This design comes from an exercise in tuning for small area and a short achievable clock period on the open sky130 flow, not from production work.

## build 34
==> flow/design.v <==
module fft_3_8 #(
 parameter DBW = 8,
 parameter CBW = 3) (
 input                  clk,
 input                  rstx,
 input                  clear,
 input      [  DBW-1:0] din,
 output reg [2*DBW-1:0] dout );
reg [2:0] cnt;
always @(posedge clk or negedge rstx)
  if (!rstx)      cnt <= 3'd0;
  else if (clear) cnt <= 3'd0;
  else            cnt <= cnt + 3'd1;
wire [2:0] cntn = clear ? 3'd0 : cnt + 3'd1;
wire [7:0] ph  = 8'd1 << cnt;
wire [7:0] phn = 8'd1 << cntn;                       
reg [7:0] din_r, sr1, sr2, sr3, sr4, opb;
wire st1 = ph[5] | ph[6] | ph[7] | ph[0];
wire [9:0] sum = {{2{sr4[7]}}, sr4} + {{2{opb[7]}}, opb} + 10'd1;
wire [8:0] nd  = {opb[7], opb} - {sr4[7], sr4};
wire [7:0] s   = sum[8:1];
wire       sat = (sr4 == 8'h7f) && (opb == 8'h80);    
wire [7:0] q   = sat ? 8'h81 : nd[8:1];
always @(posedge clk) begin
  din_r <= din;
  sr1   <= st1 ? s : din_r;
  sr2   <= sr1;
  sr3   <= ph[1] ? s : sr2;              
  sr4   <= sr3;
  opb   <= (ph[0] | ph[1]) ? sr1 : ph[2] ? s : din;
end
reg [7:0] d0, d1, d2, d3;       
reg [7:0] c1, c5, x0, x4;       
always @(posedge clk) begin
  if (ph[5]) d0 <= q;
  if (ph[6]) d1 <= q;
  if (ph[7]) d2 <= q;
  if (ph[0]) d3 <= q;
  if (ph[1]) c1 <= q;
  if (ph[2]) c5 <= q;
  if (ph[3]) begin x0 <= s; x4 <= q; end
end
reg tneg, te;
always @(posedge clk) begin
  tneg <= phn[2] | phn[4];
  te   <= phn[2] | phn[3];
end
wire [8:0] tq3 = {{2{d1[7]}}, d1[7:1]} ^ {9{tneg}};
wire [8:0] tq7 = {{2{d3[7]}}, d3[7:1]};
wire [1:0] tk  = {1'b0, tneg} + {1'b0, te & d3[0]};
wire [8:0] tsum = tq3 + tq7 + {7'd0, tk};
reg  [8:0] t;
always @(posedge clk) t <= tsum;
wire [13:0] tx = {{5{t[8]}}, t};
wire [13:0] q1 = tx << 5, q2 = tx << 3, q3 = tx << 2;
wire [13:0] ps1 = q1 ^ q2 ^ q3;
wire [13:0] pc1 = {(q1[12:0] & q2[12:0]) | (q1[12:0] & q3[12:0]) | (q2[12:0] & q3[12:0]), 1'b0};
wire [13:0] ps2 = ps1 ^ pc1 ^ tx;
wire [13:0] pc2 = {(ps1[12:0] & pc1[12:0]) | (ps1[12:0] & tx[12:0]) | (pc1[12:0] & tx[12:0]), 1'b0};
wire [13:0] p45 = ps2 + pc2;
wire        pz  = t[5:0] == 6'd0;         
reg [7:0] h1, h2, g1, g2;
reg [6:0] wq1, wq5;
reg       wp5, z1, z2, y1, y2;
always @(posedge clk) begin
  if (ph[3]) begin h1 <= p45[13:6]; z1 <= pz; end         
  if (ph[4]) begin h2 <= p45[13:6]; z2 <= pz; end         
  if (ph[5]) begin g1 <= p45[13:6]; y1 <= pz;             
                   wq1 <= d0[7:1]; wq5 <= d2[7:1]; wp5 <= d2[0]; end
  if (ph[6]) begin g2 <= p45[13:6]; y2 <= pz; end         
end
reg rx0, rx4, rc1, rcx, rh, rg, rinv, rci, rzh, rzg;        
reg ic5, ic6, im, in, ih, ig, iinv, ione, izh, izg;         
always @(posedge clk) begin
    rx0  <= phn[6];                                    
    rx4  <= phn[7];                                    
    rc1  <= phn[0] | phn[1];                           
    rcx  <= phn[2] | phn[3] | phn[4] | phn[5];         
    rh   <= phn[2] | phn[3];
    rg   <= phn[4] | phn[5];
    rinv <= phn[3] | phn[4];
    rci  <= phn[7] | phn[0] | phn[1];
    rzh  <= phn[3];
    rzg  <= phn[4];
    ic5  <= phn[0];                                    
    ic6  <= phn[1];                                    
    im   <= phn[2] | phn[3];
    in   <= phn[4] | phn[5];
    ih   <= phn[2] | phn[3];
    ig   <= phn[4] | phn[5];
    iinv <= phn[3] | phn[5];
    ione <= phn[0] | phn[1];
    izh  <= phn[3];
    izg  <= phn[5];
  end
wire [8:0] are = ({9{rx0}} & {x0, 1'b0})
               | ({9{rx4}} & {~x4, 1'b1})
               | ({9{rc1}} & ~{c1[7], c1})
               | ({9{rcx}} & ~{{2{wq1[6]}}, wq1});
wire [7:0] bre = (({8{rh}} & h1) | ({8{rg}} & g1)) ^ {8{rinv}};
wire [8:0] bre9 = {bre[7], bre};
wire [1:0] kre = rx0 ? 2'd0
               : rx4 ? 2'd1
               :       {1'b1, (rzh & z1) | (rzg & y1)};
wire [8:0] vre = are + bre9 + {7'd0, kre};
wire [8:0] aim = ({9{ic5}} & {c5[7], c5})
               | ({9{ic6}} & ~{c5[7], c5})
               | ({9{im}} & {{2{wq5[6]}}, wq5})
               | ({9{in}} & ~{{2{wq5[6]}}, wq5});
wire [7:0] bim = (({8{ih}} & h2) | ({8{ig}} & g2)) ^ {8{iinv}};
wire [8:0] bim9 = {bim[7], bim};
wire [1:0] kim = ic5 ? 2'd1
               : ic6 ? 2'd2
               : im  ? 2'd1 + {1'b0, wp5} + {1'b0, izh & z2}
               : in  ? {1'b1, izg & y2}
               :       2'd0;
wire [8:0] vim = aim + bim9 + {7'd0, kim};
always @(posedge clk) dout <= {vim[8:1], vre[8:1]};
endmodule
export LEC_CHECK = 0
export CAP_MARGIN = 20
export CORE_MARGIN = 2
export CORE_UTILIZATION = 40
export CTS_CLUSTER_DIAMETER = 100
export CTS_CLUSTER_SIZE = 30
export SETUP_SLACK_MARGIN = 5
export SLEW_MARGIN = 20
create_clock -name core_clock -period 9.5 [get_ports {clk}]
standard.sh (not shown) runs the stock make flow with config.mk's settings and CLKGATE_MAP_FILE= SYNTH_SCRIPT=/design/flow/synth_recipe.tcl, a recipe that flattens the netlist after the stock synthesis.
==> flow/flow/run.sh <==
#!/bin/bash
set -euo pipefail
MARGIN=${MARGIN:-6.5}
sed -e "s/SETUP_SLACK_MARGIN=[0-9.]*/SETUP_SLACK_MARGIN=$MARGIN/" \
    -e "s/ SLEW_MARGIN=/ BUFFER_PORTS_ARGS='-buffer_cell sky130_fd_sc_hd__buf_2' SLEW_MARGIN=/" \
    standard.sh > margin_flow.sh
bash margin_flow.sh > margin_flow.log 2>&1
Build 34 reached the final stage; the timing, design-rule and antenna checks on its layout passed.
Changes in trial 86 relative to build 34:
-- flow/design.v --
<<< build 34, line 60
wire [13:0] p45 = ps2 + pc2;
wire        pz  = t[5:0] == 6'd0;         
reg [7:0] h1, h2, g1, g2;
reg [6:0] wq1, wq5;
reg       wp5, z1, z2, y1, y2;
always @(posedge clk) begin
  if (ph[3]) begin h1 <= p45[13:6]; z1 <= pz; end         
  if (ph[4]) begin h2 <= p45[13:6]; z2 <= pz; end         
  if (ph[5]) begin g1 <= p45[13:6]; y1 <= pz;             
                   wq1 <= d0[7:1]; wq5 <= d2[7:1]; wp5 <= d2[0]; end
  if (ph[6]) begin g2 <= p45[13:6]; y2 <= pz; end         
end
>>> trial 86, line 60
wire [13:0] p45 = ps2 + pc2;
wire        pz  = t[5:0] == 6'd0;         
wire [7:0] u1 = ~{d0[7], d0[7:1]} + 8'd2;
wire [7:0] mi = ({d2[7], d2} + 9'd3) >> 1;
wire [7:0] ni = ~{d2[7], d2[7:1]} + 8'd2;
reg [7:0] wu, wm, wn, h1, h2, g1, g2;
reg       z1, z2, y1, y2;
always @(posedge clk) begin
  if (ph[3]) begin h1 <= p45[13:6]; z1 <= pz; end         
  if (ph[4]) begin h2 <= p45[13:6]; z2 <= pz; end         
  if (ph[5]) begin g1 <= p45[13:6]; y1 <= pz;             
                   wu <= u1; wm <= mi; wn <= ni; end
  if (ph[6]) begin g2 <= p45[13:6]; y2 <= pz; end         
end
<<< build 34, line 97
               | ({9{rx4}} & {~x4, 1'b1})
               | ({9{rc1}} & ~{c1[7], c1})
               | ({9{rcx}} & ~{{2{wq1[6]}}, wq1});
wire [7:0] bre = (({8{rh}} & h1) | ({8{rg}} & g1)) ^ {8{rinv}};
wire [8:0] bre9 = {bre[7], bre};
wire [1:0] kre = rx0 ? 2'd0
               : rx4 ? 2'd1
               :       {1'b1, (rzh & z1) | (rzg & y1)};
wire [8:0] vre = are + bre9 + {7'd0, kre};
wire [8:0] aim = ({9{ic5}} & {c5[7], c5})
               | ({9{ic6}} & ~{c5[7], c5})
               | ({9{im}} & {{2{wq5[6]}}, wq5})
               | ({9{in}} & ~{{2{wq5[6]}}, wq5});
wire [7:0] bim = (({8{ih}} & h2) | ({8{ig}} & g2)) ^ {8{iinv}};
wire [8:0] bim9 = {bim[7], bim};
wire [1:0] kim = ic5 ? 2'd1
               : ic6 ? 2'd2
               : im  ? 2'd1 + {1'b0, wp5} + {1'b0, izh & z2}
               : in  ? {1'b1, izg & y2}
               :       2'd0;
wire [8:0] vim = aim + bim9 + {7'd0, kim};
always @(posedge clk) dout <= {vim[8:1], vre[8:1]};
endmodule
>>> trial 86, line 99
               | ({9{rx4}} & {~x4, 1'b1})
               | ({9{rc1}} & ~{c1[7], c1})
               | ({9{rcx}} & {wu[7], wu});
wire [7:0] bre = (({8{rh}} & h1) | ({8{rg}} & g1)) ^ {8{rinv}};
wire [8:0] bre9 = {bre[7], bre} | {8'd0, rc1};
wire       cre = rci | (rzh & z1) | (rzg & y1);
wire [8:0] vre = are + bre9 + {8'd0, cre};
wire [8:0] aim = ({9{ic5}} & {c5[7], c5})
               | ({9{ic6}} & ~{c5[7], c5})
               | ({9{im}} & {wm[7], wm})
               | ({9{in}} & {wn[7], wn});
wire [7:0] bim = (({8{ih}} & h2) | ({8{ig}} & g2)) ^ {8{iinv}};
wire [8:0] bim9 = {bim[7], bim} | {8'd0, ic6};
wire       cim = ione | (izh & z2) | (izg & y2);
wire [8:0] vim = aim + bim9 + {8'd0, cim};
always @(posedge clk) dout <= {vim[8:1], vre[8:1]};
endmodule
==> notes.md <==
All of build 34 and trial 86 finish clean.
Delta (trial 86 minus build 34): cell area after layout higher; headroom to the max-slew limit down 6.7 points.
Function was not checked in any run of this note: the RTL went through the layout flow alone.

[port drivers added, routing unchanged]
The flow's constraints put no driver on any port. The routed layouts listed below were extracted and timed again, unchanged, in two steps. Step 1 sets driving cells, clkbuf_16 on the clock port and buf_2 on the other inputs (assumed; they add their load-dependent delay and slew). Step 2 adds t to the input delays and takes it off the output delays; t is the mean of the earliest and latest rising clock arrival at the registers after step 1. Input paths then give back, and output paths get back, about the clock's delay inside the block. Three values: no drivers, after step 1, after step 2; two values: the first two.
run	t (ns)	setup WS [ns]	worst setup path at the end	latest minus earliest clock arrival (ns)	worst data-port slew with drivers (ns)
build 34	0.507	6.593 / 6.593 / 6.584	input to register	0.028 / 0.028	0.06
trial 86	0.501	6.598 / 6.598 / 6.598	register to register	0.010 / 0.010	0.05
After both steps setup and hold are still met in every run listed. The setup slack of build 34, which loses most, moves by 0.000 ns with the drivers and by -0.009 ns with both steps.
